This design comes from an exercise in tuning for small area, a short achievable clock period and few clock cycles on the open sky130 flow, not from production work.
In this exercise RTL edits were held to simulation tests only and were not proved equivalent to the original.
Power and IR drop assume default switching activity.

==> flow/design.v <==
module Register #(N = 16)
(
    input   logic           Clk, Reset,
    input   logic           Load,
    input   logic   [N-1:0] In,
    output  logic   [N-1:0] Out
);
    logic   [N-1:0] Next;
    always_ff @(posedge Clk) begin
        Out <= Next;
    end
    always_comb begin
        Next = Out;
        if (Reset)
            Next = {N{1'b0}};
        else if (Load)
            Next = In;
    end
endmodule
module RShiftRegister #(N = 16)
(
    input   logic           Clk, Reset,
    input   logic           Load,
    input   logic           ShiftEnable,
    input   logic           ShiftIn,
    input   logic   [N-1:0] In,
    output  logic           ShiftOut,
    output  logic   [N-1:0] Out
);
    logic   [N-1:0] Next;
    always_ff @(posedge Clk) begin
        Out <= Next;
    end
    always_comb begin
        Next = Out;
        if (Reset)
            Next = {N{1'b0}};
        else if (Load)
            Next = In;
        else if (ShiftEnable)
            Next = { ShiftIn, Out[N-1:1] };
    end
    assign ShiftOut = Out[0];
endmodule
module Mux_2to1 #(N = 16)
(
    input   logic           Select,
    input   logic   [N-1:0] In0, In1,
    output  logic   [N-1:0] Out
);
    always_comb begin
        case (Select)
            1'b0:   Out = In0;
            1'b1:   Out = In1;
        endcase
    end
endmodule
module Mux_4to1 #(N = 16)
(
    input   logic   [1:0]   Select,
    input   logic   [N-1:0] In0, In1, In2, In3,
    output  logic   [N-1:0] Out
);
    always_comb begin
        case (Select)
            2'b00:  Out = In0;
            2'b01:  Out = In1;
            2'b10:  Out = In2;
            2'b11:  Out = In3;
        endcase
    end
endmodule
module Mux_8to1 #(N = 16)
(
    input   logic   [2:0]   Select,
    input   logic   [N-1:0] In0, In1, In2, In3, In4, In5, In6, In7,
    output  logic   [N-1:0] Out
);
    always_comb begin
        case (Select)
            3'b000: Out = In0;
            3'b001: Out = In1;
            3'b010: Out = In2;
            3'b011: Out = In3;
            3'b100: Out = In4;
            3'b101: Out = In5;
            3'b110: Out = In6;
            3'b111: Out = In7;
        endcase
    end
endmodule
module DeMux_1to8 #(N = 16)
(
    input   logic   [2:0]   Select,
    input   logic   [N-1:0] In,
    output  logic   [N-1:0] Out0, Out1, Out2, Out3, Out4, Out5, Out6, Out7
);
    always_comb begin
        Out0 = {N{1'b0}};
        Out1 = {N{1'b0}};
        Out2 = {N{1'b0}};
        Out3 = {N{1'b0}};
        Out4 = {N{1'b0}};
        Out5 = {N{1'b0}};
        Out6 = {N{1'b0}};
        Out7 = {N{1'b0}};
        case (Select)
            3'b000: Out0 = In;
            3'b001: Out1 = In;
            3'b010: Out2 = In;
            3'b011: Out3 = In;
            3'b100: Out4 = In;
            3'b101: Out5 = In;
            3'b110: Out6 = In;
            3'b111: Out7 = In;
        endcase
    end
endmodule
module MuxOneHot_5to1 #(N = 16)
(
    input   logic   [4:0]   Select,
    input   logic   [N-1:0] In0, In1, In2, In3, In4,
    output  logic   [N-1:0] Out
);
    always_comb begin
        unique case (Select)
            5'b00001:   Out = In0;
            5'b00010:   Out = In1;
            5'b00100:   Out = In2;
            5'b01000:   Out = In3;
            5'b10000:   Out = In4;
            default:    Out = {N{1'b0}};
        endcase
    end
endmodule
module ALU
(
    input   logic   [1:0]   Fn,
    input   logic   [15:0]  A, B,
    output  logic   [15:0]  Out
);
    always_comb begin
        case (Fn)
            2'b00:  Out = A + B;     
            2'b01:  Out = A & B;     
            2'b10:  Out = ~A;        
            2'b11:  Out = A;         
        endcase
    end
endmodule
module RegisterFile
(
    input   logic           Clk, Reset,
    input   logic           LD_REG,              
    input   logic   [2:0]   DR, SR1, SR2,        
    input   logic   [15:0]  In,                  
    output  logic   [15:0]  SR1_Out, SR2_Out     
);
    logic           R0_Ld,  R1_Ld,  R2_Ld,  R3_Ld,  R4_Ld,  R5_Ld,  R6_Ld,  R7_Ld;
    logic   [15:0]  R0_In,  R1_In,  R2_In,  R3_In,  R4_In,  R5_In,  R6_In,  R7_In;
    logic   [15:0]  R0_Out, R1_Out, R2_Out, R3_Out, R4_Out, R5_Out, R6_Out, R7_Out;
    Register        _R0(.Clk(Clk), .Reset(Reset), .In(R0_In), .Out(R0_Out), .Load(R0_Ld));
    Register        _R1(.Clk(Clk), .Reset(Reset), .In(R1_In), .Out(R1_Out), .Load(R1_Ld));
    Register        _R2(.Clk(Clk), .Reset(Reset), .In(R2_In), .Out(R2_Out), .Load(R2_Ld));
    Register        _R3(.Clk(Clk), .Reset(Reset), .In(R3_In), .Out(R3_Out), .Load(R3_Ld));
    Register        _R4(.Clk(Clk), .Reset(Reset), .In(R4_In), .Out(R4_Out), .Load(R4_Ld));
    Register        _R5(.Clk(Clk), .Reset(Reset), .In(R5_In), .Out(R5_Out), .Load(R5_Ld));
    Register        _R6(.Clk(Clk), .Reset(Reset), .In(R6_In), .Out(R6_Out), .Load(R6_Ld));
    Register        _R7(.Clk(Clk), .Reset(Reset), .In(R7_In), .Out(R7_Out), .Load(R7_Ld));
    DeMux_1to8      _DRSelect
    (
        .In(In),
        .Out0(R0_In),
        .Out1(R1_In),
        .Out2(R2_In),
        .Out3(R3_In),
        .Out4(R4_In),
        .Out5(R5_In),
        .Out6(R6_In),
        .Out7(R7_In),
        .Select(DR)
    );
    DeMux_1to8 #(1) _LDSelect
    (
        .In(LD_REG),
        .Out0(R0_Ld),
        .Out1(R1_Ld),
        .Out2(R2_Ld),
        .Out3(R3_Ld),
        .Out4(R4_Ld),
        .Out5(R5_Ld),
        .Out6(R6_Ld),
        .Out7(R7_Ld),
        .Select(DR)
    );
    Mux_8to1        _SR1_OutMux
    (
        .In0(R0_Out),
        .In1(R1_Out),
        .In2(R2_Out),
        .In3(R3_Out),
        .In4(R4_Out),
        .In5(R5_Out),
        .In6(R6_Out),
        .In7(R7_Out),
        .Out(SR1_Out),
        .Select(SR1)
    );
    Mux_8to1        _SR2_OutMux
    (
        .In0(R0_Out),
        .In1(R1_Out),
        .In2(R2_Out),
        .In3(R3_Out),
        .In4(R4_Out),
        .In5(R5_Out),
        .In6(R6_Out),
        .In7(R7_Out),
        .Out(SR2_Out),
        .Select(SR2)
    );
endmodule
module Multiplier
(
    input   logic           Clk, Reset,
    input   logic           Run,
    input   logic   [7:0]   A, B,
    output  logic           Ready,
    output  logic   [15:0]  Out
);
    logic   [8:0]   Sum;             
    logic   [8:0]   MUL;             
    logic   [7:0]   A_Out, B_Out;    
    logic   [8:0]   A_Out_SEXT;      
    logic   [7:0]   AMUX_Out;        
    logic           A0;              
    logic           X;               
    logic           M;               
    logic           LD_A;            
    logic           LD_B;            
    logic           LD_MUL;          
    logic           LD_X;            
    logic           CLR_A;           
    logic           SH;              
    logic           AMUX;            
    logic           ADDMUX;          
    assign LD_X = M & LD_A;          
    assign AMUX = M;                 
    assign Out = { A_Out, B_Out };   
    RShiftRegister #(8) _A
    (
        .Clk(Clk),
        .Reset(Reset | CLR_A),   
        .In(AMUX_Out),
        .Out(A_Out),
        .Load(LD_A),             
        .ShiftIn(X),
        .ShiftOut(A0),
        .ShiftEnable(SH)
    );
    RShiftRegister #(8) _B
    (
        .Clk(Clk),
        .Reset(Reset),
        .In(B),
        .Out(B_Out),
        .Load(LD_B),             
        .ShiftIn(A0),
        .ShiftOut(M),
        .ShiftEnable(SH)
    );
    Register #(9)       _MUL
    (
        .Clk(Clk),
        .Reset(Reset),
        .In({ {1{A[7]}}, A }),    
        .Out(MUL),
        .Load(LD_MUL)
    );
    Register #(1)       _X
    (
        .Clk(Clk),
        .Reset(Reset | CLR_A),   
        .In(Sum[8]),
        .Out(X),
        .Load(LD_X)
    );
    Mux_2to1 #(8)       _AMUX
    (
        .In0(A_Out),
        .In1(Sum[7:0]),
        .Out(AMUX_Out),
        .Select(AMUX)
    );
    assign A_Out_SEXT = { {1{A_Out[7]}}, A_Out };    
    Mux_2to1 #(9)       _ADDMUX
    (
        .In0(A_Out_SEXT + MUL),  
        .In1(A_Out_SEXT - MUL),  
        .Out(Sum),
        .Select(ADDMUX)
    );
    logic   [3:0]   Counter, Counter_Next;
    logic           Done;
    enum logic [1:0]
    {
        Wait,
        Load,
        Multiply,
        Halt
    } State, Next_State;
    always_ff @(posedge Clk) begin
        if (Reset) begin
            Counter <= 4'h0;
            State <= Wait;
        end
        else begin
            Counter <= Counter_Next;
            State <= Next_State;
        end
    end
    always_comb begin
        Next_State = State;
        case (State)
            Wait:       Next_State = (Run) ? Load : Wait;
            Load:       Next_State = Multiply;
            Multiply:   Next_State = (Done) ? Halt : Multiply;
            Halt:       Next_State = Wait;
        endcase
    end
    always_comb begin
        CLR_A = 1'b0;
        LD_A = 1'b0;
        LD_B = 1'b0;
        LD_MUL = 1'b0;
        ADDMUX = 1'b0;
        SH = 1'b0;
        Ready = 1'b0;
        Done = 1'b0;
        Counter_Next = Counter;
        case (State)
            Wait: begin
            end
            Load: begin
                CLR_A = 1'b1;
                LD_B = 1'b1;
                LD_MUL = 1'b1;
                Counter_Next = 4'h0;
            end
            Multiply: begin
                if (Counter == 4'hE) begin
                    ADDMUX = 1'b1;
                end
                if (Counter == 4'hF) begin
                    Done = 1'b1;
                    SH = 1'b1;
                end
                else begin
                    Counter_Next = Counter + 4'h1;
                    if (Counter % 2 == 0)
                        LD_A = 1'b1;
                    else
                        SH = 1'b1;
                end
            end
            Halt: begin
                Ready = 1'b1;
            end
        endcase
    end
endmodule
module Datapath
(
    input   logic           Clk, Reset,
    input   logic   [15:0]  In,                                                   
    input   logic           LD_MAR, LD_MDR, LD_IR, LD_BEN, LD_REG, LD_CC, LD_PC,  
    input   logic           GatePC, GateMDR, GateMUL, GateALU, GateMARMUX,        
    input   logic           ADDR1MUX,                                             
    input   logic   [1:0]   ADDR2MUX, PCMUX, DRMUX, SR1MUX,                       
    input   logic           SR2MUX, MARMUX,                                       
    input   logic   [1:0]   ALUK,                                                 
    input   logic           MIO_EN,                                               
    input   logic           MUL_EN,                                               
    output  logic   [15:0]  Out,                                                  
    output  logic   [15:0]  Address,                                              
    output  logic           MUL_R,                                                
    output  logic           BEN,                                                  
    output  logic           IR_5,                                                 
	output  logic           IR_11,												  
    output  logic   [3:0]   IR_15_12,                                             
    output  logic   [15:0]  PC, IR,  
    input   logic   [15:0]  PC_In    
);
    logic   [15:0]  Bus;                                 
    logic   [3:0]   Gate;                                
    logic   [15:0]  MAR, MDR ;                    
    logic   [2:0]   SR1MUX_Out, DRMUX_Out;               
    logic   [15:0]  SR2MUX_Out;                          
    logic   [15:0]  MARMUX_Out, MDRMUX_Out, PCMUX_Out;   
    logic   [15:0]  ADDR1MUX_Out, ADDR2MUX_Out;          
    logic   [15:0]  ALU;                                 
    logic   [15:0]  MUL;                                 
    logic   [15:0]  SR1, SR2;                            
    logic           BEN_In;                              
    logic           N, Z, P;                             
    logic           N_In, Z_In, P_In;                    
    assign IR_5     = IR[5];
	assign IR_11	= IR[11];
    assign IR_15_12 = IR[15:12];
    assign Out      = MDR;                               
    assign Address  = MAR;                               
    assign N_In = Bus[15];
    assign Z_In = (Bus == 16'h0000) ? 1'b1 : 1'b0;
    assign P_In = ~N_In & ~Z_In;
    assign BEN_In = (IR[11] & N) | (IR[10] & Z) | (IR[9] & P);
    Register        _MAR
    (
        .Clk(Clk),
        .Reset(Reset),
        .In(Bus),
        .Out(MAR),
        .Load(LD_MAR)
    );
    Register        _MDR
    (
        .Clk(Clk),
        .Reset(Reset),
        .In(MDRMUX_Out),
        .Out(MDR),
        .Load(LD_MDR)
    );
    Register        _IR
    (
        .Clk(Clk),
        .Reset(Reset),
        .In(Bus),
        .Out(IR),
        .Load(LD_IR)
    );
    Register        _PC
    (
        .Clk(Clk),
        .Reset(Reset),
        .In(PCMUX_Out),
        .Out(PC),
        .Load(LD_PC)
    );
    Register #(1)   _BEN
    (
        .Clk(Clk),
        .Reset(Reset),
        .In(BEN_In),
        .Out(BEN),
        .Load(LD_BEN)
    );
    Register #(1)   _N
    (
        .Clk(Clk),
        .Reset(Reset),
        .In(N_In),
        .Out(N),
        .Load(LD_CC)
    );
    Register #(1)   _Z
    (
        .Clk(Clk),
        .Reset(Reset),
        .In(Z_In),
        .Out(Z),
        .Load(LD_CC)
    );
    Register #(1)   _P
    (
        .Clk(Clk),
        .Reset(Reset),
        .In(P_In),
        .Out(P),
        .Load(LD_CC)
    );
    RegisterFile    _GenPurposeRegs
    (
        .Clk(Clk),
        .Reset(Reset),
        .In(Bus),
        .LD_REG(LD_REG),
        .DR(DRMUX_Out),
        .SR1(SR1MUX_Out),
        .SR2(IR[2:0]),
        .SR1_Out(SR1),
        .SR2_Out(SR2)
    );
    ALU             _ALU
    (
        .A(SR1),
        .B(SR2MUX_Out),
        .Fn(ALUK),
        .Out(ALU)
    );
    Multiplier      _MUL
    (
        .Clk(Clk),
        .Reset(Reset),
        .A(SR1[7:0]),
        .B(SR2MUX_Out[7:0]),
        .Out(MUL),
        .Run(MUL_EN),
        .Ready(MUL_R)
    );
    Mux_4to1 #(3)   _DRMUX
    (
        .In0(IR[11:9]),
        .In1(3'b111),
        .In2(3'b110),
        .In3(3'b000),    
        .Out(DRMUX_Out),
        .Select(DRMUX)
    );
    Mux_4to1 #(3)   _SR1MUX
    (
        .In0(IR[11:9]),
        .In1(IR[8:6]),
        .In2(3'b110),
        .In3(3'b000),    
        .Out(SR1MUX_Out),
        .Select(SR1MUX)
    );
    Mux_2to1        _SR2MUX
    (
        .In0(SR2),
        .In1({ {11{IR[4]}}, IR[4:0] }),  
        .Out(SR2MUX_Out),
        .Select(SR2MUX)
    );
    Mux_4to1        _PCMUX
    (
        .In0(PC + 16'd1),
        .In1(Bus),
        .In2(ADDR1MUX_Out + ADDR2MUX_Out),
        .In3(PC_In),      
        .Out(PCMUX_Out),
        .Select(PCMUX)
    );
    Mux_2to1        _ADDR1MUX
    (
        .In0(PC),
        .In1(SR1),
        .Out(ADDR1MUX_Out),
        .Select(ADDR1MUX)
    );
    Mux_4to1        _ADDR2MUX
    (
        .In0(16'h0000),
        .In1({ {10{IR[ 5]}}, IR[ 5:0] }),    
        .In2({ { 7{IR[ 8]}}, IR[ 8:0] }),    
        .In3({ { 5{IR[10]}}, IR[10:0] }),    
        .Out(ADDR2MUX_Out),
        .Select(ADDR2MUX)
    );
    Mux_2to1        _MARMUX
    (
        .In0({ {8{1'b0}}, IR[7:0] }),        
        .In1(ADDR1MUX_Out + ADDR2MUX_Out),
        .Out(MARMUX_Out),
        .Select(MARMUX)
    );
    Mux_2to1        _MDRMUX
    (
        .In0(Bus),
        .In1(In),
        .Out(MDRMUX_Out),
        .Select(MIO_EN)
    );
    MuxOneHot_5to1  _GateMux
    (
        .In0(MARMUX_Out),
        .In1(ALU),
        .In2(MUL),
        .In3(MDR),
        .In4(PC),
        .Out(Bus),
        .Select({ GatePC, GateMDR, GateMUL, GateALU, GateMARMUX })
    );
endmodule
module ControlUnit
(
    input   logic           Clk, Reset,
    input   logic           Run, Continue, Step,
    input   logic           DoHalt,
    input   logic           MUL_R,
    input   logic           BEN,
    input   logic           IR_5,
    input   logic           IR_11,
    input   logic   [3:0]   IR_15_12,
    output  logic           LD_MAR, LD_MDR, LD_IR, LD_BEN, LD_REG, LD_CC, LD_PC,
    output  logic           GatePC, GateMDR, GateMUL, GateALU, GateMARMUX,
    output  logic           ADDR1MUX,
    output  logic   [1:0]   ADDR2MUX, PCMUX, DRMUX, SR1MUX,
    output  logic           SR2MUX, MARMUX,
    output  logic   [1:0]   ALUK,
    output  logic           MIO_EN, R_W,
    output  logic           MUL_EN,
    output  logic           Halted, Paused, InvalidOp,   
    output  logic   [3:0]   Opcode   
);
    assign Opcode = IR_15_12;
    assign SR2MUX = IR_5;
    enum logic [7:0]
    {
        State_00        = 8'd0,
        State_01        = 8'd1,
        State_02        = 8'd2,
        State_03        = 8'd3,
        State_04        = 8'd4,
        State_05        = 8'd5,
        State_06        = 8'd6,
        State_07        = 8'd7,
        State_09        = 8'd9,
        State_10        = 8'd10,
        State_11        = 8'd11,
        State_12        = 8'd12,
        State_13        = 8'd013,
        State_13_nR     = 8'd113,
        State_13_R      = 8'd213,
        State_14        = 8'd14,
        State_15        = 8'd15,
        State_16_nR1    = 8'd016,    
        State_16_nR2    = 8'd116,
        State_16_R      = 8'd216,    
        State_18        = 8'd18,
        State_20        = 8'd20,
        State_21        = 8'd21,
        State_22        = 8'd22,
        State_23        = 8'd23,
        State_24_nR1    = 8'd024,
        State_24_nR2    = 8'd124,
        State_24_R      = 8'd224,
        State_25_nR1    = 8'd025,
        State_25_nR2    = 8'd125,
        State_25_R      = 8'd225,
        State_26        = 8'd26,
        State_27        = 8'd27,
        State_28_nR1    = 8'd028,
        State_28_nR2    = 8'd128,
        State_28_R      = 8'd228,
        State_29_nR1    = 8'd029,
        State_29_nR2    = 8'd129,
        State_29_R      = 8'd229,
        State_30        = 8'd30,
        State_31        = 8'd31,
        State_32        = 8'd32,
        State_33_nR1    = 8'd033,
        State_33_nR2    = 8'd133,
        State_33_R      = 8'd233,
        State_35        = 8'd35,
        INVALID         = 8'd253,
        START           = 8'd254,
        HALT            = 8'd255
    } State, Next_State;
    always_ff @(posedge Clk) begin
        if (Reset || DoHalt)
            State <= HALT;
        else
            State <= Next_State;
    end
    always_comb begin
        Next_State = State;      
        case (State)
            State_18:       Next_State = State_33_nR1;
            State_33_nR1:   Next_State = State_33_nR2;
            State_33_nR2:   Next_State = State_33_R;
            State_33_R:     Next_State = State_35;
            State_35: begin
                if (Step && ~Continue)
                    Next_State = State_35;
                else
                    Next_State = State_32;
            end
            State_32: begin
                if (Step && Continue)
                    Next_State = State_32;
                else begin
                    case (Opcode)
                        4'b0000:    Next_State = State_00;       
                        4'b0001:    Next_State = State_01;       
                        4'b0010:    Next_State = State_02;       
                        4'b0011:    Next_State = State_03;       
                        4'b0100:    Next_State = State_04;       
                        4'b0101:    Next_State = State_05;       
                        4'b0110:    Next_State = State_06;       
                        4'b0111:    Next_State = State_07;       
                        4'b1001:    Next_State = State_09;       
                        4'b1010:    Next_State = State_10;       
                        4'b1011:    Next_State = State_11;       
                        4'b1100:    Next_State = State_12;       
                        4'b1101:    Next_State = State_13;       
                        4'b1110:    Next_State = State_14;       
                        4'b1111:    Next_State = State_15;       
                        default:    Next_State = INVALID;        
                    endcase
                end
            end
            State_00:       Next_State = (BEN) ? State_22 : State_18;    
            State_22:       Next_State = State_18;
            State_01:       Next_State = State_18;
            State_02:       Next_State = State_25_nR1;
            State_03:       Next_State = State_23;
            State_04:       Next_State = (IR_11) ? State_21 : State_20;  
            State_20:       Next_State = State_18;
            State_21:       Next_State = State_18;
            State_05:       Next_State = State_18;
            State_06:       Next_State = State_25_nR1;
            State_07:       Next_State = State_23;
            State_09:       Next_State = State_18;
            State_10:       Next_State = State_24_nR1;
            State_24_nR1:   Next_State = State_24_nR2;
            State_24_nR2:   Next_State = State_24_R;
            State_24_R:     Next_State = State_26;
            State_26:       Next_State = State_25_nR1;
            State_11:       Next_State = State_29_nR1;
            State_29_nR1:   Next_State = State_29_nR2;
            State_29_nR2:   Next_State = State_29_R;
            State_29_R:     Next_State = State_31;
            State_31:       Next_State = State_23;
            State_12:       Next_State = State_18;
            State_13:       Next_State = State_13_nR;
            State_13_nR:    Next_State = (MUL_R) ? State_13_R : State_13_nR;
            State_13_R:     Next_State = State_18;
            State_14:       Next_State = State_18;
            State_15:       Next_State = State_28_nR1;
            State_28_nR1:   Next_State = State_28_nR2;
            State_28_nR2:   Next_State = State_28_R;
            State_28_R:     Next_State = State_30;
            State_30:       Next_State = State_18;
            State_23:       Next_State = State_16_nR1;
            State_16_nR1:   Next_State = State_16_nR2;
            State_16_nR2:   Next_State = State_16_R;
            State_16_R:     Next_State = State_18;
            State_25_nR1:   Next_State = State_25_nR2;
            State_25_nR2:   Next_State = State_25_R;
            State_25_R:     Next_State = State_27;
            State_27:       Next_State = State_18;
            INVALID: begin
                if (Continue)
                    Next_State = HALT;
                else
                    Next_State = INVALID;
            end
            START: begin
                if (~Run)
                    Next_State = State_18;
                else
                    Next_State = START;
            end
            HALT: begin
                if (Run)
                    Next_State = START;
                else
                    Next_State = HALT;
            end
        endcase
    end
    always_comb begin
        LD_MAR      = 1'b0;
        LD_MDR      = 1'b0;
        LD_IR       = 1'b0;
        LD_BEN      = 1'b0;
        LD_REG      = 1'b0;
        LD_CC       = 1'b0;
        LD_PC       = 1'b0;
        GatePC      = 1'b0;
        GateMDR     = 1'b0;
        GateMUL     = 1'b0;
        GateALU     = 1'b0;
        GateMARMUX  = 1'b0;
        ADDR1MUX    = 1'b0;
        ADDR2MUX    = 2'b00;
        PCMUX       = 2'b00;
        DRMUX       = 2'b00;
        SR1MUX      = 2'b00;
        MARMUX      = 1'b0;
        ALUK        = 2'b00;
        MIO_EN      = 1'b0;
        R_W         = 1'b0;
        MUL_EN      = 1'b0;
        Halted      = 1'b0;
        Paused      = 1'b0;
        InvalidOp   = 1'b0;
        case (State)
            State_18: begin 
                GatePC = 1'b1;       
                LD_MAR = 1'b1;       
                PCMUX = 2'b00;       
                LD_PC = 1'b1;        
            end
            State_33_nR1:
                MIO_EN = 1'b1;       
            State_33_nR2:
                MIO_EN = 1'b1;       
            State_33_R: begin 
                MIO_EN = 1'b1;       
                LD_MDR = 1'b1;       
            end
            State_35: begin 
                GateMDR = 1'b1;      
                LD_IR = 1'b1;        
                Paused = 1'b1;
            end
            State_32:
                LD_BEN = 1'b1;       
            State_00: begin
            end
            State_22: begin
                ADDR1MUX = 1'b0;
                ADDR2MUX = 2'b10;
                PCMUX = 2'b10;
                LD_PC = 1'b1;
            end
            State_01: begin
                DRMUX = 2'b00;
                SR1MUX = 2'b01;
                ALUK = 2'b00;
                GateALU = 1'b1;
                LD_REG = 1'b1;
                LD_CC = 1'b1;
            end
            State_02: begin
                ADDR1MUX = 1'b0;
                ADDR2MUX = 2'b10;
                MARMUX = 1'b1;
                GateMARMUX = 1'b1;
                LD_MAR = 1'b1;
            end
            State_03: begin
                ADDR1MUX = 1'b0;
                ADDR2MUX = 2'b10;
                MARMUX = 1'b1;
                GateMARMUX = 1'b1;
                LD_MAR = 1'b1;
            end
            State_04: begin
                DRMUX = 2'b01;
                GatePC = 1'b1;
                LD_REG = 1'b1;
            end
            State_20: begin
                SR1MUX = 2'b01;
                ADDR1MUX = 1'b1;
                ADDR2MUX = 2'b00;
                PCMUX = 2'b10;
                LD_PC = 1'b1;
            end
            State_21: begin
                PCMUX = 2'b10;
                ADDR1MUX = 1'b0;
                ADDR2MUX = 2'b11;
                LD_PC = 1'b1;
            end
            State_05: begin
                DRMUX = 2'b00;
                SR1MUX = 2'b01;
                ALUK = 2'b01;
                GateALU = 1'b1;
                LD_REG = 1'b1;
                LD_CC = 1'b1;
            end
            State_06: begin
                SR1MUX = 2'b01;
                ADDR1MUX = 1'b1;
                ADDR2MUX = 2'b01;
                MARMUX = 1'b1;
                GateMARMUX = 1'b1;
                LD_MAR = 1'b1;
            end
            State_07: begin
                SR1MUX = 2'b01;
                ADDR1MUX = 1'b1;
                ADDR2MUX = 2'b01;
                MARMUX = 1'b1;
                GateMARMUX = 1'b1;
                LD_MAR = 1'b1;
            end
            State_09: begin
                DRMUX = 2'b00;
                SR1MUX = 2'b01;
                ALUK = 2'b10;
                GateALU = 1'b1;
                LD_REG = 1'b1;
                LD_CC = 1'b1;
            end
            State_10: begin
                ADDR1MUX = 1'b0;
                ADDR2MUX = 2'b10;
                MARMUX = 1'b1;
                GateMARMUX = 1'b1;
                LD_MAR = 1'b1;
            end
            State_24_nR1: begin
                MIO_EN = 1'b1;
            end
            State_24_nR2: begin
                MIO_EN = 1'b1;
            end
            State_24_R: begin
                MIO_EN = 1'b1;
                LD_MDR = 1'b1;
            end
            State_26: begin
                GateMDR = 1'b1;
                LD_MAR = 1'b1;
            end
            State_11: begin
                ADDR1MUX = 1'b0;
                ADDR2MUX = 2'b10;
                MARMUX = 1'b1;
                GateMARMUX = 1'b1;
                LD_MAR = 1'b1;
            end
            State_29_nR1: begin
                MIO_EN = 1'b1;
            end
            State_29_nR2: begin
                MIO_EN = 1'b1;
            end
            State_29_R: begin
                MIO_EN = 1'b1;
                LD_MDR = 1'b1;
            end
            State_31: begin
                LD_MAR = 1'b1;
                GateMDR = 1'b1;
            end
            State_12: begin
                SR1MUX = 2'b01;
                ADDR1MUX = 1'b1;
                ADDR2MUX = 2'b00;
                PCMUX = 2'b10;
                LD_PC = 1'b1;
            end
            State_13: begin
                SR1MUX = 2'b01;
                MUL_EN = 1'b1;
            end
            State_13_nR: begin
                SR1MUX = 2'b01;
            end
            State_13_R: begin
                DRMUX = 2'b00;
                GateMUL = 1'b1;
                LD_REG = 1'b1;
                LD_CC = 1'b1;
            end
            State_14: begin
                DRMUX = 2'b00;
                ADDR1MUX = 1'b0;
                ADDR2MUX = 2'b10;
                MARMUX = 1'b1;
                GateMARMUX = 1'b1;
                LD_REG = 1'b1;
                LD_CC = 1'b1;
            end
            State_15: begin
                MARMUX = 1'b0;
                GateMARMUX = 1'b1;
                LD_MAR = 1'b1;
            end
            State_28_nR1: begin
                MIO_EN = 1'b1;
                DRMUX = 2'b01;
                GatePC = 1'b1;
                LD_REG = 1'b1;
            end
            State_28_nR2: begin
                MIO_EN = 1'b1;
                DRMUX = 2'b01;
                GatePC = 1'b1;
                LD_REG = 1'b1;
            end
            State_28_R: begin
                MIO_EN = 1'b1;
                DRMUX = 2'b01;
                GatePC = 1'b1;
                LD_REG = 1'b1;
                LD_MDR = 1'b1;
            end
            State_30: begin
                GateMDR = 1'b1;
                PCMUX = 2'b01;
                LD_PC = 1'b1;
            end
            State_23: begin
                SR1MUX = 2'b00;
                ALUK = 2'b11;
                GateALU = 1'b1;
                LD_MDR = 1'b1;
            end
            State_16_nR1: begin
                MIO_EN = 1'b1;
                R_W = 1'b1;
            end
            State_16_nR2: begin
                MIO_EN = 1'b1;
                R_W = 1'b1;
            end
            State_16_R: begin
                MIO_EN = 1'b0;
                R_W = 1'b0;
            end
            State_25_nR1: begin
                MIO_EN = 1'b1;
            end
            State_25_nR2: begin
                MIO_EN = 1'b1;
            end
            State_25_R: begin
                MIO_EN = 1'b1;
                LD_MDR = 1'b1;
            end
            State_27: begin
                GateMDR = 1'b1;
                LD_REG = 1'b1;
                LD_CC = 1'b1;
            end
            INVALID:
                InvalidOp = 1'b1;
            HALT: begin
                Halted = 1'b1;
                PCMUX = 2'b11;   
                LD_PC = 1'b1;
                LD_CC = 1'b1;
            end
        endcase
    end
endmodule
module MemoryControlUnit
(
    input   logic           Clk, Reset,
    input   logic           MIO_EN,
    input   logic           R_W,
    input   logic   [15:0]  Address,
    input   logic   [15:0]  Data_FromSRAM,
    input   logic   [15:0]  Data_FromCPU,
    input   logic   [15:0]  Data_FromKeyboard,
    input   logic           Keypress,
    input   logic           DisplayReady,
    output  logic           DisplayWE,
    output  logic           Mem_CE, Mem_OE, Mem_WE,
    output  logic           Mem_LB, Mem_UB,
    output  logic           DoHalt,
    output  logic   [15:0]  Data_ToSRAM,
    output  logic   [15:0]  Data_ToCPU,
    output  logic   [15:0]  Data_ToVideo
);
    logic           LD_KBSR;
    logic           LD_DDR;
    logic           LD_DSR;
    logic           CLR_KBSR;
    logic           CLR_DSR;
    logic   [15:0]  KBDR, KBSR;
    logic   [15:0]  DDR, DSR;
    logic           DisplayWE_Out;
    assign LD_KBSR = Keypress && Data_FromKeyboard != 16'h0000;
    assign LD_DSR = DisplayReady;
    logic   [1:0]   INMUX;
    assign Data_ToSRAM = Data_FromCPU;
    assign Data_ToVideo = DDR;
    assign Mem_CE = 1'b1;
    assign Mem_LB = 1'b1;
    assign Mem_UB = 1'b1;
    always_ff @(posedge Clk) begin
        if (Reset)
            DisplayWE <= 1'b0;
        else
            DisplayWE <= DisplayWE_Out;
    end
    always_comb begin
        CLR_KBSR        = 1'b0;
        CLR_DSR         = 1'b0;
        LD_DDR          = 1'b0;
        INMUX           = 2'b00;
        Mem_OE          = 1'b0;
        Mem_WE          = 1'b0;
        DisplayWE_Out   = 1'b0;
        DoHalt          = 1'b0;
        unique case (Address)
            16'hFE00: begin
                if (MIO_EN) begin
                    INMUX = 2'b01;
                end
            end
            16'hFE02: begin
                if (MIO_EN && !R_W) begin
                    INMUX = 2'b10;
                    CLR_KBSR = 1'b1;
                end
            end
            16'hFE04: begin
                if (MIO_EN && !R_W) begin
                    INMUX = 2'b11;
                end
            end
            16'hFE06: begin
                if (MIO_EN && R_W) begin
                    LD_DDR = 1'b1;
                    CLR_DSR = 1'b1;
                    DisplayWE_Out = 1'b1;
                end
            end
            16'hFFFF: begin
                if (MIO_EN && R_W)
                    DoHalt = 1'b1;
            end
            default : begin
                if (MIO_EN) begin
                    if (R_W)
                        Mem_WE = 1'b1;
                    else begin
                        Mem_OE = 1'b1;
                        INMUX = 2'b00;
                    end
                end
            end
        endcase
    end
    Register        _KBDR
    (
        .Clk(Clk),
        .Reset(Reset),
        .In(Data_FromKeyboard),
        .Out(KBDR),
        .Load(~KBSR[15])
    );
    Register        _KBSR
    (
        .Clk(Clk),
        .Reset(Reset | CLR_KBSR),
        .In(16'h8000),
        .Out(KBSR),
        .Load(LD_KBSR)
    );
    Register        _DDR
    (
        .Clk(Clk),
        .Reset(Reset),
        .In(Data_FromCPU),
        .Out(DDR),
        .Load(LD_DDR)
    );
    Register        _DSR
    (
        .Clk(Clk),
        .Reset(Reset | CLR_DSR),
        .In(16'h8000),
        .Out(DSR),
        .Load(LD_DSR)
    );
    Mux_4to1        _INMUX
    (
        .In0(Data_FromSRAM),
        .In1(KBSR),
        .In2(KBDR),
        .In3(DSR),
        .Out(Data_ToCPU),
        .Select(INMUX)
    );
endmodule
module Synchronizer #(N = 1)
(
    input   logic           Clk,
    input   logic   [N-1:0] In,
    output  logic   [N-1:0] Out
);
    always_ff @(posedge Clk) begin
        Out <= In;
    end
endmodule
module elc3_core
(
    input   logic           clk,
    input   logic           reset,
    input   logic           run,
    input   logic           cont,
    input   logic           step,
    input   logic   [15:0]  start_pc,
    output  logic           halted,
    output  logic           paused,
    output  logic           invalid_op,
    output  logic   [15:0]  pc,
    output  logic   [15:0]  ir,
    output  logic   [15:0]  mem_addr,
    output  logic           mem_oe,
    output  logic           mem_we,
    output  logic   [15:0]  mem_wdata,
    input   logic   [15:0]  mem_rdata,
    input   logic   [7:0]   key_data,
    input   logic           key_valid,
    input   logic           disp_ready,
    output  logic           disp_we,
    output  logic   [7:0]   disp_data
);
    logic s_halt, s_f, s_e, s_p, s_ml, s_ms, s_mi, s_mt, s_inv;
    logic n_halt, n_f, n_e, n_p, n_ml, n_ms, n_mi, n_mt, n_inv;
    logic [15:0] PC, A, IR, WD;
    logic [7:0][15:0] R;
    logic N, Z, P;
    assign P = ~N & ~Z;
    logic [2:0] pdr;         
    logic       pst;         
    logic       oe, we, dwe, haltf;
    logic [1:0] rsel;        
    logic io_hi, io_kbsr, io_kbdr, io_dsr, io_ddr, io_halt, io_any;
    assign io_hi   = A[15:9] == 7'h7F;
    assign io_kbsr = io_hi & A[8:0] == 9'h000;
    assign io_kbdr = io_hi & A[8:0] == 9'h002;
    assign io_dsr  = io_hi & A[8:0] == 9'h004;
    assign io_ddr  = io_hi & A[8:0] == 9'h006;
    assign io_halt = io_hi & A[8:0] == 9'h1FF;
    assign io_any  = io_hi & ((A[8:3] == 6'd0 & ~A[0]) | A[8:0] == 9'h1FF);
    assign oe    = ~s_ms & ~io_any;
    assign we    = s_ms & ~io_any;
    assign dwe   = s_ms & io_ddr;
    assign haltf = io_halt;
    assign rsel  = io_kbdr ? 2'd2 : io_dsr ? 2'd3 : (io_kbsr | io_ddr | io_halt) ? 2'd1 : 2'd0;
    logic       kbsr, dsr;
    assign halted     = s_halt;
    assign paused     = s_p;
    assign invalid_op = s_inv;
    assign pc         = PC;
    assign ir         = IR;
    assign mem_addr   = A;
    assign mem_oe     = oe;
    assign mem_we     = we;
    assign mem_wdata  = WD;
    assign disp_we    = dwe;
    assign disp_data  = WD[7:0];
    logic [15:0] mem_in;
    always_comb begin
        case (rsel)
            2'd0: mem_in = mem_rdata;
            2'd1: mem_in = {kbsr, 15'd0};
            2'd2: mem_in = {8'd0, key_data};
            default: mem_in = {dsr, 15'd0};
        endcase
    end
    logic [3:0] op;
    assign op = IR[15:12];
    logic o_br, o_add, o_ld, o_st, o_jsr, o_and, o_ldr, o_str, o_rti, o_not,
          o_ldi, o_sti, o_jmp, o_mul, o_lea, o_trap;
    assign o_br   = op == 4'd0;
    assign o_add  = op == 4'd1;
    assign o_ld   = op == 4'd2;
    assign o_st   = op == 4'd3;
    assign o_jsr  = op == 4'd4;
    assign o_and  = op == 4'd5;
    assign o_ldr  = op == 4'd6;
    assign o_str  = op == 4'd7;
    assign o_rti  = op == 4'd8;
    assign o_not  = op == 4'd9;
    assign o_ldi  = op == 4'd10;
    assign o_sti  = op == 4'd11;
    assign o_jmp  = op == 4'd12;
    assign o_mul  = op == 4'd13;
    assign o_lea  = op == 4'd14;
    assign o_trap = op == 4'd15;
    logic [2:0]  sr2a;       
    logic [15:0] sr1, sr2, op2;
    assign sr1  = R[IR[8:6]];
    assign sr2  = R[sr2a];
    assign op2  = IR[5] ? {{11{IR[4]}}, IR[4:0]} : sr2;
    logic        pd_base_sr1, pd_sr2;
    logic [15:0] base, offs, immv, sum;
    logic [3:0]  pd_imm;     
    assign immv = ({16{pd_imm[0]}} & {{11{IR[4]}}, IR[4:0]}) |
                  ({16{pd_imm[1]}} & {{10{IR[5]}}, IR[5:0]}) |
                  ({16{pd_imm[2]}} & {{7{IR[8]}}, IR[8:0]}) |
                  ({16{pd_imm[3]}} & {{5{IR[10]}}, IR[10:0]});
    assign offs = pd_sr2 ? sr2 : immv;
    assign base = pd_base_sr1 ? sr1 : PC;
    add16 u_add (.a(base), .b(offs), .s(sum));
    logic [15:0] a_xor_b, a_or_b;
    assign a_xor_b = base ^ offs;
    assign a_or_b  = base | offs;
    logic [1:0]  mcnt;
    logic        mlast;
    logic [2:0]  mdig;
    logic        b_one, b_two, b_neg;
    logic [9:0]  mh, mpp, mhn;
    logic [15:0] prod;
    assign mlast = mcnt == 2'd3;
    always_comb begin
        case (mcnt)
            2'd0: mdig = {op2[1:0], 1'b0};
            2'd1: mdig = op2[3:1];
            2'd2: mdig = op2[5:3];
            default: mdig = op2[7:5];
        endcase
    end
    assign b_one = mdig[1] ^ mdig[0];
    assign b_two = (mdig[2] & ~mdig[1] & ~mdig[0]) | (~mdig[2] & mdig[1] & mdig[0]);
    assign b_neg = mdig[2] & ~(mdig[1] & mdig[0]);
    assign mh    = (mcnt == 2'd0) ? 10'd0 : WD[15:6];
    assign mpp   = ((b_one ? {{2{sr1[7]}}, sr1[7:0]} : 10'd0) |
                    (b_two ? {sr1[7], sr1[7:0], 1'b0} : 10'd0)) ^ {10{b_neg}};
    add10 u_madd (.a(mh), .b(mpp), .cin(b_neg), .s(mhn));
    assign prod  = {mhn, WD[5:0]};
    logic [15:0] eres, andv;
    logic        sel_sum, sel_and, sel_not, sel_mul, sel_pc, sel_ld;
    assign andv    = sr1 & op2;
    assign sel_ld  = s_ml & ~reset;
    assign sel_and = s_e & o_and & ~reset;
    assign sel_not = s_e & o_not & ~reset;
    assign sel_mul = s_e & o_mul & ~reset;
    assign sel_pc  = s_e & (o_jsr | o_trap) & ~reset;
    assign sel_sum = s_e & (o_add | o_lea) & ~reset;
    assign eres = ({16{sel_and}} & andv) | ({16{sel_not}} & ~sr1) |
                  ({16{sel_mul}} & prod) | ({16{sel_pc}} & PC);
    logic z_sum, z_oth;
    assign z_sum = &(~(a_xor_b ^ {a_or_b[14:0], 1'b0}));    
    assign z_oth = ~|(eres | ({16{sel_ld}} & mem_in));
    logic ben;
    assign ben = (IR[11] & N) | (IR[10] & Z) | (IR[9] & P);
    logic e_mem, e_redirect, e_wr, e_cc;
    assign e_mem      = o_ld | o_st | o_ldr | o_str | o_ldi | o_sti;
    assign e_redirect = (o_br & ben) | o_jmp | (o_jsr & (IR[11] | IR[8:6] != 3'd7));
    assign e_wr       = o_add | o_and | o_not | o_mul | o_lea | o_jsr | o_trap;
    assign e_cc       = o_add | o_and | o_not | o_mul | o_lea;
    logic        wr_en, cc_en;
    logic [2:0]  wr_a;
    logic [15:0] wr_d;
    assign wr_en = (s_e & e_wr & (~o_mul | mlast)) | s_ml;
    assign cc_en = (s_e & e_cc & (~o_mul | mlast)) | s_ml;
    assign wr_a  = s_ml ? pdr : ((o_jsr | o_trap) ? 3'd7 : IR[11:9]);
    assign wr_d  = eres | ({16{sel_ld}} & mem_in) | ({16{sel_sum}} & sum);
    logic [15:0] PC1;
    inc16 u_inc (.a(PC), .s(PC1));
    logic [15:0] nA, nPC;
    logic        ld_ir, ld_pc;
    always_comb begin
        n_halt = 1'b0; n_f = 1'b0; n_e = 1'b0; n_p = 1'b0; n_ml = 1'b0;
        n_ms = 1'b0; n_mi = 1'b0; n_mt = 1'b0; n_inv = 1'b0;
        nA = A;
        nPC = PC1;
        ld_ir = 1'b0;
        ld_pc = 1'b0;
        if (s_halt) begin
            nA = start_pc; nPC = start_pc; ld_pc = 1'b1;
            if (run) n_f = 1'b1; else n_halt = 1'b1;
        end
        if (s_f) begin
            ld_ir = 1'b1;
            if (run) n_f = 1'b1;
            else begin
                nA = PC1; ld_pc = 1'b1;
                if (step) n_p = 1'b1; else n_e = 1'b1;
            end
        end
        if (s_p) begin
            if (cont) n_e = 1'b1; else n_p = 1'b1;
        end
        if (s_e) begin
            if (o_rti) n_inv = 1'b1;
            else if (o_trap) begin
                nA = {8'd0, IR[7:0]};
                n_mt = 1'b1;
            end else if (e_mem) begin
                nA = sum;
                ld_ir = 1'b1;
                if (o_ldi | o_sti) n_mi = 1'b1;
                else if (o_ld | o_ldr) n_ml = 1'b1;
                else n_ms = 1'b1;
            end else if (e_redirect) begin
                nA = sum; nPC = sum; ld_pc = 1'b1;
                n_f = 1'b1;
            end else if (o_mul & ~mlast) begin
                n_e = 1'b1;
            end else begin
                nA = PC1; ld_pc = 1'b1; ld_ir = 1'b1;
                if (step) n_p = 1'b1; else n_e = 1'b1;
            end
        end
        if (s_ml) begin
            nA = PC1; ld_pc = 1'b1;
            if (step) n_p = 1'b1; else n_e = 1'b1;
        end
        if (s_ms) begin
            if (haltf) n_halt = 1'b1;
            else if (A == PC) begin
                nA = PC;     
                n_f = 1'b1;
            end else begin
                nA = PC1; ld_pc = 1'b1;
                if (step) n_p = 1'b1; else n_e = 1'b1;
            end
        end
        if (s_mi) begin
            nA = mem_in;
            if (pst) n_ms = 1'b1; else n_ml = 1'b1;
        end
        if (s_mt) begin
            nA = mem_in; nPC = mem_in; ld_pc = 1'b1;
            n_f = 1'b1;
        end
        if (s_inv) begin
            if (cont) n_halt = 1'b1; else n_inv = 1'b1;
        end
    end
    always_ff @(posedge clk) begin
        if (reset) begin
            s_halt <= 1'b1; s_f <= 1'b0; s_e <= 1'b0; s_p <= 1'b0; s_ml <= 1'b0;
            s_ms <= 1'b0; s_mi <= 1'b0; s_mt <= 1'b0; s_inv <= 1'b0;
        end else begin
            s_halt <= n_halt; s_f <= n_f; s_e <= n_e; s_p <= n_p; s_ml <= n_ml;
            s_ms <= n_ms; s_mi <= n_mi; s_mt <= n_mt; s_inv <= n_inv;
        end
        A <= nA;
        if (ld_pc) PC <= nPC;
        if (ld_ir) begin
            IR   <= mem_in;
            sr2a <= (mem_in[13] & mem_in[12]) ? mem_in[11:9] : mem_in[2:0];
            pd_sr2 <= mem_in[15:12] == 4'd1 && !mem_in[5];
            pd_imm[0] <= mem_in[15:12] == 4'd1;
            pd_imm[1] <= mem_in[15:12] == 4'd6 || mem_in[15:12] == 4'd7;
            pd_imm[2] <= mem_in[15:12] != 4'd1 && mem_in[15:12] != 4'd6 &&
                         mem_in[15:12] != 4'd7 && mem_in[15:12] != 4'd4 &&
                         mem_in[15:12] != 4'd12;
            pd_imm[3] <= mem_in[15:12] == 4'd4 && mem_in[11];
            pd_base_sr1 <= mem_in[15:12] == 4'd1 || mem_in[15:12] == 4'd6 ||
                           mem_in[15:12] == 4'd7 || mem_in[15:12] == 4'd12 ||
                           (mem_in[15:12] == 4'd4 && !mem_in[11]);
        end
        if (s_e & e_mem) begin
            pdr <= IR[11:9];
            pst <= o_sti;
        end
        if (s_e & e_mem)
            WD <= sr2;
        else if (s_e & o_mul)
            WD <= {mhn[9], mhn[9], mhn[9:2], mhn[1:0], WD[5:2]};
        mcnt <= (s_e & o_mul) ? mcnt + 2'd1 : 2'd0;
    end
    always_ff @(posedge clk) begin
        if (s_halt) begin
            N <= 1'b0; Z <= 1'b1;
        end else if (cc_en) begin
            N <= wr_d[15];
            Z <= sel_sum ? z_sum : z_oth;
        end
    end
    logic [15:0] wr_d0;
    assign wr_d0 = wr_d;     
    genvar gi;
    generate
        for (gi = 0; gi < 8; gi++) begin : g_r
            always_ff @(posedge clk)
                if (reset | (wr_en & wr_a == gi)) R[gi] <= wr_d0;
        end
    endgenerate
    always_ff @(posedge clk) begin
        if (reset | (s_mi | s_ml | s_mt | s_f | s_e) & rsel == 2'd2)
            kbsr <= 1'b0;
        else if (key_valid && key_data != 8'd0)
            kbsr <= 1'b1;
        if (reset | dwe)
            dsr <= 1'b0;
        else if (disp_ready)
            dsr <= 1'b1;
    end
endmodule
module add16
(
    input   logic   [15:0]  a, b,
    output  logic   [15:0]  s
);
    logic [15:0] g0, p0, g1, p1, g2, p2, g3, p3, g4;
    assign g0 = a & b;
    assign p0 = a ^ b;
    assign g1 = g0 | (p0 & {g0[14:0], 1'b0});
    assign p1 = p0 & {p0[14:0], 1'b0};
    assign g2 = g1 | (p1 & {g1[13:0], 2'b0});
    assign p2 = p1 & {p1[13:0], 2'b0};
    assign g3 = g2 | (p2 & {g2[11:0], 4'b0});
    assign p3 = p2 & {p2[11:0], 4'b0};
    assign g4 = g3 | (p3 & {g3[7:0], 8'b0});
    assign s  = p0 ^ {g4[14:0], 1'b0};
endmodule
module add10
(
    input   logic   [9:0]   a, b,
    input   logic           cin,
    output  logic   [9:0]   s
);
    logic [10:0] g0, p0, g1, p1, g2, p2, g3, p3, g4;
    assign g0 = {a & b, cin};
    assign p0 = {a ^ b, 1'b0};
    assign g1 = g0 | (p0 & {g0[9:0], 1'b0});
    assign p1 = p0 & {p0[9:0], 1'b0};
    assign g2 = g1 | (p1 & {g1[8:0], 2'b0});
    assign p2 = p1 & {p1[8:0], 2'b0};
    assign g3 = g2 | (p2 & {g2[6:0], 4'b0});
    assign p3 = p2 & {p2[6:0], 4'b0};
    assign g4 = g3 | (p3 & {g3[2:0], 8'b0});
    assign s  = p0[10:1] ^ g4[9:0];
endmodule
module inc16
(
    input   logic   [15:0]  a,
    output  logic   [15:0]  s
);
    logic [15:0] c1, c2, c4, c8;
    assign c1 = {a[14:0], 1'b1};
    assign c2 = c1 & {c1[14:0], 1'b1};
    assign c4 = c2 & {c2[13:0], 2'b11};
    assign c8 = c4 & {c4[11:0], 4'hF};
    assign s  = a ^ (c8 & {c8[7:0], 8'hFF});
endmodule
==> flow/run.sh <==
#!/bin/bash
# synth_recipe.tcl (not shown) runs the flow's synth.tcl, then flattens the netlist and writes it again
# the make line also repeats each setting of config.mk as NAME=value (left out here)
make -C /OpenROAD-flow-scripts/flow DESIGN_CONFIG=/design/flow/config.mk WORK_HOME=/design/flow/orfs CLKGATE_MAP_FILE= SYNTH_SCRIPT=/design/flow/synth_recipe.tcl finish
==> flow/config.mk <==
export PLATFORM = sky130hd
export DESIGN_NAME = elc3_core
export DESIGN_NICKNAME = elc3_core
export VERILOG_FILES = /design/flow/design.v
export SDC_FILE = /design/flow/constraint.sdc
export NUM_CORES = 4
export LEC_CHECK = 0
export ABC_AREA = 1
export CAP_MARGIN = 20
export CORE_MARGIN = 2
export CORE_UTILIZATION = 40
export PLACE_DENSITY = 0.6
export SLEW_MARGIN = 20
==> flow/constraint.sdc <==
create_clock -name core_clock -period 10.0 [get_ports {clk}]
set_input_delay 2.0000 -clock core_clock [delete_from_list [all_inputs] [get_ports {clk}]]
set_output_delay 2.0000 -clock core_clock [all_outputs]
set_load 0.01 [all_outputs]
==> flow_summary_export.csv, run 1 <==
group,metric,value,unit
logic_synthesis,syn_inst,2140,
pwr,combinationalPowerShare,26.8,%
die,io_pins,125,
setup_path,critPathCaptureType,"primary output",
die,start_util,40.62,%
setup_path,crit_path_top_delay_cell,"nor2_1",
setup_path,slowest_delay,0.66,ns
pwr,clkPwrFrac,34.1,%
pwr,seqPwrFrac,39.1,%
timing,period_needed,5.667,ns
timing,grt_setup_unrepaired,"no",
clock_network,clock_path_buffers,3,
timing,finalSetupViolations,0,
die,rows,72,
logic_synthesis,ys_types,54,
routing,drt_iter0_drc,1850,
die,core_area,38740,um^2
grt,grt_pass1_wl,91290,um
setup_path,regToRegSetupSlack,4.42,ns
logic_synthesis,synth-edff-count,189,
pwr,p_sw,983.4,uW
logic_synthesis,synth_seq_cells,220,
layout,antennaDiodeCount,0,
layout,mostFrequentLayoutCell,"nand2_1",
layout,layout_common_cells,"nand2_1, inv_1, o21ai_0",
timing,maxSlewHeadroom,18.36,%
worst_hold_path,min_path_cells,1,
setup_path,cp-start-kind,"register",
place,post-dp-hpwl,45510,um
timing,clock_skew,0.02946,ns
timing,slew_viol_final,0,
logic_synthesis,synth_area_per_cell,7.352,um^2
clock_network,cts.sinks,220,
grt,grtUsageTotal,29.40,%
layout,final_core_utilization,47.15,%
logic_synthesis,syn_nets,2233,
logic_synthesis,ys_seq_area_share,40.02,%
pwr,ir_worst_vdd,0.0001231,V
clock_network,clock-root-buffer,"clkbuf_16",
grt,grt_pass1_vias,14741,
layout,nets,2312,
job,drv_cap,0,
grt,gr-total-overflow,0,
clock_network,path_clk_slew,0.06,ns
routing,wl,61630,um
setup_path,r2r_end,"R[10]",
clock_network,clk_latency,0.59,ns
timing,tightestPinTransition,1.212,ns
place,gp_congestion,0.9812,
clock_network,cts_tree,"done",
worst_hold_path,hp-class,"register to register",
layout,synthToLayoutAreaGrowth,16.10,%
grt,antenna_found_initial,0,
clock_network,ctsResizeCount,0,
die,die_h,202.3,um
clock_network,holdBufCountCts,0,
pwr,power_density,155.7,nW/um^2
clock_network,cts_max_level,1,
clock_network,cts_buffers,27,
setup_path,ff2ff_path_depth,22,
layout,fillers,3934,
setup_path,reg2reg_from,"sr2a[0]",
setup_path,crit_fanout,13,
timing,fmax,176.5,MHz
setup_path,critPathRequiredTime,8.00,ns
logic_synthesis,syn-cell-area,15730,um^2
pwr,internal-power,1860,uW
logic_synthesis,yosysTopAreaCell,"edfxtp_1",
worst_hold_path,hold_path_end,"mcnt[0]",
logic_synthesis,synth_top_area_share,36.07,%
routing,routedWlPerCell,22.34,um
logic_synthesis,async_flop_share,0,%
routing,viasPerCell,5.800,
routing,ant_nets,0,
worst_hold_path,hp-start,"mcnt[0]",
pwr,switching_share,34.58,%
logic_synthesis,synth_flop_cell,"edfxtp_1",
die,die_w,202.3,um
routing,vias,15996,
setup_path,cpMostUsedCell,"inv_1",
grt,grt_max_degree,80,
timing,hold_slack,0.4765,ns
timing,setup_tns,0,ns
setup_path,path_cells,"inv_1 -> nor2_1 -> nand2_1 -> inv_1 -> nand2_1 -> inv_1 -> nor2_1 -> inv_1 -> nor2_1 -> clkdlybuf4s50_1",
logic_synthesis,synth_area_leaders,"edfxtp_1, nand2_1, o21ai_0",
setup_path,path_class,"register to primary output",
timing,timing_hold_violations_final,0,
place,io_buffers,124,
clock_network,cts_setup_buffers,0,
die,die_area,40940,um^2
timing,final_min_period_over_clock_period,56.67,%
outcome,status,"no timing/DRC/antenna violations",
routing,dr.pass1.iters,6,
logic_synthesis,yosysWarnings,1,
routing,post-route-drc-count,0,
pwr,p_leak,0.007903,uW
setup_path,cp.arrival,3.67,ns
layout,drive_gt1_share,5.446,%
-- layer usage --
layer	part of all wire, %	vias up	global-route usage (%)	routed length [um]
li1	-	7381	-	-
met1	43	7580	42.96	26720
met2	44	925	45.17	27040
met3	10	110	4.321	6248
met4	2.6	0	8.264	1622
met5	0	-	0	0
-- worst max-delay path by stage --
stage                     startpoint      to  slack (ns)
after floorplan              sr2a[0]  R[111]        6.14
after global placement         reset       Z        4.70
after detailed placement     sr2a[0]  R[127]        4.64
after CTS                      A[13]  mem_we        4.49
after global routing         sr2a[0]   R[31]        4.07
final                          A[13]  mem_we        4.33
-- cell usage after synthesis, types with 7 or more instances --
master	count
o21ai_0	253
dfxtp_1	31
xor2_1	35
ha_1	45
buf_1	7
o22ai_1	14
clkbuf_1	54
nand3_1	161
nor3_1	22
buf_4	13
o21ai_1	13
inv_1	305
a21oi_1	149
o211ai_1	51
a221oi_1	11
o221ai_1	9
edfxtp_1	189
nand4_1	15
nand2_2	10
xnor2_1	13
a31oi_1	11
a211oi_1	10
buf_2	29
nor4_1	9
nor2_1	144
nand2_1	465
-- power groups by stage --
stage | clock [uW] | sequential (uW) | combinational [uW]
after floorplan | 0 | 1120 | 462
after global placement | 0 | 1130 | 739
after detailed placement | 0 | 1130 | 739
after CTS | 984 | 1110 | 744
after global routing | 1020 | 1120 | 831
final | 970 | 1110 | 761
-- stage by stage --
stage	area (um^2)	worst slack, ns	std cells	total power (uW)
2_1_floorplan	15730	6.136	2140	1582
3_3_place_gp	17400	4.702	2708	1869
3_5_place_dp	17400	4.640	2708	1868
4_1_cts	18260	4.494	2758	2838
5_1_grt	18270	4.066	2758	2966
6_report	18270	4.333	2758	2844
-- logic make-up (layout without fill, tap and decap cells) --
kind of cell | count (synthesis) | after routing | synth area share [%]
and+or+nand+nor | 853 | 853 | 23.07
buffers and inverters | 424 | 524 | 10.87
adders and majority gates | 46 | 46 | 3.706
AOI/OAI and AO/OA | 549 | 549 | 19.67
xor gates and xnor gates | 48 | 48 | 2.672
DFF | 220 | 220 | 40.02
-- state kept, by name, summed over array words and instances, names as in the netlist, 2 cells and up --
name	count
sr2a	3
IR	16
R	128
WD	16
PC	16
pd_imm	4
A	16
pdr	3
mcnt	2
-- final cells by class --
| cell class | instances | area (um^2) | share of cell area (%) |
|---|---|---|---|
| clock buffers | 29 | 683.2 | 3.740 |
| clock inverters | 21 | 180.2 | 0.9864 |
| inverters | 317 | 1194 | 6.535 |
| multi-input cells | 1496 | 7776 | 42.57 |
| flip-flops and latches | 220 | 6296 | 34.47 |
| well taps | 518 | 648.1 | 3.548 |
| repair buffers | 157 | 1489 | 8.151 |
-- critical path: cells and delay by family, from the launching register on --
kind          cells  cell delay [ns]
buf+inv           5             1.42
flops             1             0.34
simple gates      5             1.31
Testbench counts, summed over its fixed seeds: cycles 232,092.
==> run 2, diff against run 1 <==
--- a/flow/config.mk
+++ b/flow/config.mk
@@ -12,2 +12,4 @@
 export PLACE_DENSITY = 0.6
+export SETUP_SLACK_MARGIN = 5
 export SLEW_MARGIN = 20
+export TNS_END_PERCENT = 100
==> flow_summary_export.csv, run 2 <==
group,metric,value,unit
grt,gr-total-overflow,0,
timing,period_needed,4.840,ns
timing,clock_skew,0.02832,ns
layout,synthToLayoutAreaGrowth,17.31,%
routing,wl,62340,um
routing,routedWlPerCell,22.51,um
die,io_pins,125,
logic_synthesis,async_flop_share,0,%
setup_path,cp-start-kind,"register",
clock_network,clk_latency,0.59,ns
job,drv_cap,0,
outcome,status,"no timing/DRC/antenna violations",
grt,grt_pass1_wl,91380,um
place,post-place-ws,4.640,ns
die,die_area,40940,um^2
logic_synthesis,ys_types,54,
routing,viasPerCell,5.839,
clock_network,clock_path_buffers,3,
layout,nets,2322,
layout,layout_common_cells,"nand2_1, inv_1, o21ai_0",
logic_synthesis,yosysMostFrequentCell,"nand2_1",
timing,worst_slack,5.160,ns
timing,finalSetupViolations,0,
logic_synthesis,syn_nets,2233,
timing,timing_hold_violations_final,0,
grt,grtUsageTotal,29.44,%
logic_synthesis,synth_flop_cell,"edfxtp_1",
die,rows,72,
pwr,p_leak,0.007969,uW
logic_synthesis,synth_area_per_cell,7.352,um^2
die,core_area,38740,um^2
clock_network,holdBufCountCts,0,
pwr,power.total,2857,uW
timing,setup_tns,0,ns
clock_network,cts_buffers,27,
layout,multiInputGateArea,7799,um^2
logic_synthesis,synth_common_cells,"nand2_1, inv_1, o21ai_0",
layout,mostFrequentLayoutCell,"nand2_1",
logic_synthesis,yosysTopAreaCell,"edfxtp_1",
place,io_buffers,124,
logic_synthesis,yosysWarnings,1,
timing,slew_viol_final,0,
timing,final_min_period_over_clock_period,48.40,%
die,die_h,202.3,um
die,start_util,40.62,%
routing,post-route-drc-count,0,
die,die_w,202.3,um
worst_hold_path,hp-class,"register to register",
clock_network,clock-root-buffer,"clkbuf_16",
logic_synthesis,syn_inst,2140,
clock_network,cts_max_level,1,
place,dp_cells,2708,
place,gp_congestion,0.9812,
pwr,ir_worst_vdd,0.0001242,V
logic_synthesis,syn-cell-area,15730,um^2
logic_synthesis,synth_seq_cells,220,
grt,antenna_found_initial,0,
pwr,power_density,154.8,nW/um^2
layout,fillers,3925,
logic_synthesis,ys_seq_area_share,40.02,%
logic_synthesis,synth_area_leaders,"edfxtp_1, nand2_1, o21ai_0",
timing,tightestPinTransition,1.275,ns
layout,largest_reg_flops,128,
grt,grt_max_degree,80,
logic_synthesis,synth_top_area_share,36.07,%
layout,seq_area,6296,um^2
routing,vias,16168,
clock_network,cts_tree,"done",
clock_network,path_clk_slew,0.06,ns
routing,ant_nets,0,
grt,grt_pass1_vias,14715,
timing,grt_setup_unrepaired,"yes",
setup_path,critPathCaptureType,"primary output",
setup_path,cp.arrival,2.84,ns
routing,drt_iter0_drc,1940,
setup_path,path_class,"register to primary output",
timing,maxSlewHeadroom,14.07,%
setup_path,critPathRequiredTime,8.00,ns
layout,drive_gt1_share,6.267,%
layout,top_register,"R",
logic_synthesis,synth-edff-count,189,
timing,fmax,206.6,MHz
layout,fin_cells,2769,
routing,dr.pass1.iters,13,
place,post-dp-hpwl,45510,um
clock_network,cts.sinks,220,
setup_path,crit_fanout,7,
-- run 2: cell count changes in the layout (fill, tap and decap cells not counted), moves of 3 or more --
cell,previous run,this run
buf_4,33,36
buf_6,0,5
clkinvlp_4,2,5
inv_1,305,302
-- run 2: cells by family (layout without fill, tap and decap cells) --
logic type,after synthesis,in the layout,share of synthesized area [%]
other,0,1,0
buffers and inverters,424,534,10.87
DFF,220,220,40.02
AOI/OAI and AO/OA,549,549,19.67
and+or+nand+nor,853,853,23.07
adders and majority gates,46,46,3.706
xor gates and xnor gates,48,48,2.672
-- run 2: cell type report --
class                           count  area share (%)
Inverter                          317           6.725
Sequential cell                   220           34.11
Clock inverter                     21          0.9761
Multi-Input combinational cell   1496           42.25
Tap cell                          518           3.511
Timing Repair Buffer              167           8.711
Clock buffer                       29           3.701
Antenna cell                        1         0.01356
-- run 2: per-stage QoR --
stage | util, % | hold slack, ns | instance area (um^2)
final | 47.65 | 0.4792 | 18460
after global routing | 47.64 | 0.5013 | 18460
after CTS | 47.24 | 0.4730 | 18300
after detailed placement | 44.92 | 0.4667 | 17400
after global placement | 44.92 | 0.4479 | 17400
after floorplan | - | 0.4332 | 15730
-- run 2: worst paths after layout --
check / startpoint / cells past startpoint / slack (ns) / to
min: mcnt[0] / 1 / 0.48 / mcnt[0]
max reg2reg: sr2a[2] / 26 / 5.24 / R[62]
min reg2reg: mcnt[0] / 1 / 0.48 / mcnt[0]
max: A[13] / 10 / 5.16 / mem_we
-- run 2: timing repair --
item | CTS | global route
buffers inserted | 1 | 7
gates resized for setup | 9 | 24
setup endpoints to repair | 70 | 85
cloned | 0 | 2
pin swaps | 0 | 3
-- run 2: worst max-delay path: stages, from the launching register on --
cell             delay [ns]
dfxtp_1                0.35
inv_1                  0.13
nor2_1                 0.08
nand2_1                0.17
inv_1                  0.08
nand2_1                0.16
inv_1                  0.11
nor2_4                 0.29
clkinvlp_4             0.20
nor2_1                 0.14
clkdlybuf4s50_1        0.55
-- run 2: metal layers --
layer	vias up	global-route usage, %	share of wire [%]
li1	7409	-	-
met2	931	45.11	44
met3	113	4.289	10
met4	0	8.290	2.6
met5	-	0	0
met1	7715	43.15	44
-- run 2: power breakdown --
part           leakage, uW  internal, uW  switching, uW
Sequential         0.00216          1050           58.8
Combinational      0.00539           261            510
Clock             0.000421           549            423
Total              0.00797          1870            991
==> run 3, diff against run 2 <==
==> flow/flow/run.sh (new file) <==
#!/bin/bash
set -euo pipefail
export SETUP_SLACK_MARGIN=5
export BUFFER_PORTS_ARGS="-buffer_cell sky130_fd_sc_hd__buf_2"
bash standard.sh > standard.log 2>&1
==> flow/standard.sh (new file) <==
#!/bin/bash
# synth_recipe.tcl (not shown) runs the flow's synth.tcl, then flattens the netlist and writes it again
# the make line also repeats each setting of config.mk as NAME=value (left out here)
make -C /OpenROAD-flow-scripts/flow DESIGN_CONFIG=/design/flow/config.mk WORK_HOME=/design/flow/orfs CLKGATE_MAP_FILE= SYNTH_SCRIPT=/design/flow/synth_recipe.tcl "${@:-finish}"
--- a/flow/config.mk
+++ b/flow/config.mk
@@ -12,3 +12,2 @@
 export PLACE_DENSITY = 0.6
-export SETUP_SLACK_MARGIN = 5
 export SLEW_MARGIN = 20
removed: flow/run.sh
==> flow_summary_export.csv, run 3 <==
group,metric,value,unit
timing,maxSlewHeadroom,24.36,%
worst_hold_path,hp-class,"register to register",
logic_synthesis,synthAdderAreaFrac,3.706,%
layout,mostFrequentLayoutCell,"nand2_1",
pwr,switching_share,34.32,%
setup_path,critPathCaptureType,"register",
logic_synthesis,synth_seq_cells,220,
logic_synthesis,synth_simple_gate_area_share,23.07,%
timing,finalSetupViolations,0,
logic_synthesis,synth-edff-count,189,
logic_synthesis,synth_common_cells,"nand2_1, inv_1, o21ai_0",
setup_path,crit_fanout,5,
die,core_area,38740,um^2
setup_path,critPathRequiredTime,10.40,ns
clock_network,clk_latency,0.57,ns
logic_synthesis,syn-cell-area,15730,um^2
routing,drt_iter0_drc,1699,
pwr,combinationalPowerShare,26.0,%
logic_synthesis,yosysTopAreaCell,"edfxtp_1",
clock_network,clock-root-buffer,"clkbuf_16",
timing,timing_hold_violations_final,0,
setup_path,slowest_delay,0.64,ns
grt,grt_max_degree,80,
logic_synthesis,syn_inst,2140,
grt,grt_pass1_wl,90850,um
timing,tightestPinTransition,1.123,ns
pwr,clkPwrFrac,34.6,%
setup_path,cp.arrival,5.07,ns
clock_network,cts_max_level,1,
timing,slew_viol_final,0,
logic_synthesis,ys_types,54,
pwr,internal-power,1854,uW
pwr,seqPwrFrac,39.4,%
setup_path,path_class,"register to register",
logic_synthesis,synth_flop_cell,"edfxtp_1",
layout,synthToLayoutAreaGrowth,13.06,%
die,io_pins,125,
pwr,power_density,158.7,nW/um^2
layout,top_register,"R",
timing,setup_tns,0,ns
timing,clock_skew,0.01891,ns
setup_path,cp-start-kind,"register",
grt,antenna_found_initial,0,
die,die_h,202.3,um
timing,period_needed,4.675,ns
die,die_w,202.3,um
outcome,status,"no timing/DRC/antenna violations",
routing,dr.pass1.iters,5,
layout,drive_gt1_share,11.36,%
layout,fin_cells,2762,
logic_synthesis,ys_seq_area_share,40.02,%
setup_path,crit_path_top_delay_cell,"nor3_1",
pwr,p_sw,968.7,uW
grt,grt_busiest_layer,"met2",
logic_synthesis,syn_nets,2233,
clock_network,cts.sinks,220,
timing,fmax,213.9,MHz
logic_synthesis,yosysMostFrequentCell,"nand2_1",
logic_synthesis,synth_area_leaders,"edfxtp_1, nand2_1, o21ai_0",
logic_synthesis,synth_top_area_share,36.07,%
pwr,ir_worst_vdd,0.0001054,V
routing,post-route-drc-count,0,
place,io_buffers,124,
logic_synthesis,synth_xor_area_share,2.672,%
grt,grt_pass1_vias,14751,
logic_synthesis,synth_compound_area_share,19.67,%
logic_synthesis,async_flop_share,0,%
timing,grt_setup_unrepaired,"no",
grt,gr-total-overflow,0,
die,rows,72,
clock_network,holdBufCountCts,0,
layout,fillers,3955,
layout,largest_reg_flops,128,
layout,antennaDiodeCount,0,
place,post-dp-hpwl,45350,um
setup_path,cpMostUsedCell,"o21ai_0",
die,start_util,40.62,%
pwr,p_leak,0.007978,uW
job,drv_cap,0,
grt,grtUsageMet3,3.999,%
routing,wl,61770,um
routing,routedWlPerCell,22.36,um
die,die_area,40940,um^2
grt,grtUsageTotal,29.39,%
layout,layout_common_cells,"nand2_1, inv_1, o21ai_0",
clock_network,clock_path_buffers,3,
routing,ant_nets,0,
logic_synthesis,synth_top_family_by_area,"simple AND/OR/NAND/NOR gates",
layout,multiInputGateArea,7794,um^2
clock_network,cts_buffers,27,
layout,seq_area,6296,um^2
place,dp_cells,2708,
routing,vias,15790,
setup_path,path_cells,"nor2_1 -> inv_1 -> nor3_1 -> nor2_1 -> o21ai_0 -> inv_1 -> ha_1 -> fa_1 -> nand3_1 -> nand2_1 -> nand3_1 -> o2111ai_1 -> xnor2_1 -> o22ai_1 -> a22oi_1 -> o21ai_0 -> o21ai_0 -> o21ai_0",
grt,use_met2,44.12,%
place,gp_congestion,0.9744,
routing,viasPerCell,5.717,
layout,nets,2319,
logic_synthesis,yosysWarnings,1,
logic_synthesis,synth.area.mux_share,0,%
clock_network,path_clk_slew,0.06,ns
clock_network,cts_tree,"done",
## run 3: cell counts after synthesis
Identical to the previous run, type by type.
## run 3: cell families (layout without fill, tap and decap cells)
family,Yosys count,after routing
flops,220,220
fa+ha+maj,46,46
simple gates,853,853
xor+xnor,48,48
buf+inv,424,528
compound gates,549,549
## run 3: power groups by stage
stage,Combinational (uW),Clock [uW],Sequential [uW]
after floorplan,462,0,1120
after global placement,704,0,1130
after detailed placement,706,0,1130
after CTS,711,984,1110
after global routing,804,1020,1120
final,735,976,1110
## run 3: final cells by class
| type | instances | area share, % |
|---|---|---|
| clock buffer | 35 | 3.967 |
| multi-input combinational | 1496 | 43.81 |
| inverter | 317 | 6.928 |
| timing repair buffer | 164 | 5.472 |
| sequential | 220 | 35.39 |
| clock inverter | 12 | 0.7808 |
| tap | 518 | 3.644 |
## run 3: path summary, 6_finish.rpt
check	start	to	slack, ns	cells after the start
setup / recovery	pd_imm[3]	A[12]	5.33	18
hold / removal	mcnt[0]	mcnt[0]	0.48	1
setup reg to reg	pd_imm[3]	A[12]	5.33	18
hold reg to reg	mcnt[0]	mcnt[0]	0.48	1
## run 3: per-stage QoR
step           setup slack, ns  hold WS (ns)  cell area, um^2  power (uW)  util [%]
4_1_cts                  5.018        0.4842            17650        2805     45.56
2_1_floorplan            6.136        0.4332            15730        1582         -
3_3_place_gp             4.726        0.4496            16780        1833     43.32
6_report                 5.325        0.4800            17790        2822     45.92
5_1_grt                  5.061        0.5071            17790        2937     45.92
3_5_place_dp             4.659        0.4741            16780        1833     43.32
## run 3: worst max-delay path: cells and delay by family (launching register included)
family / cells / cell delay, ns
and+or+nand+nor: 6 / 1.39
AOI/OAI and AO/OA: 7 / 1.16
buffers and inverters: 2 / 0.24
adders and majority gates: 2 / 0.71
DFF: 1 / 0.40
xor gates and xnor gates: 1 / 0.59
## run 3: metal layers
metal,routed length (um),part of all wire [%],vias to the layer above
li1,-,-,7398
met1,28310,46,7491
met2,26490,43,787
met3,5135,8.3,114
met4,1827,3.0,0
met5,0,0,-
## run 3: what timing repair did
item	4_1_cts	5_1_grt
pin swaps	0	1
gates cloned	0	2
setup endpoints to repair	76	80
resized for setup	9	20
setup buffers	0	5
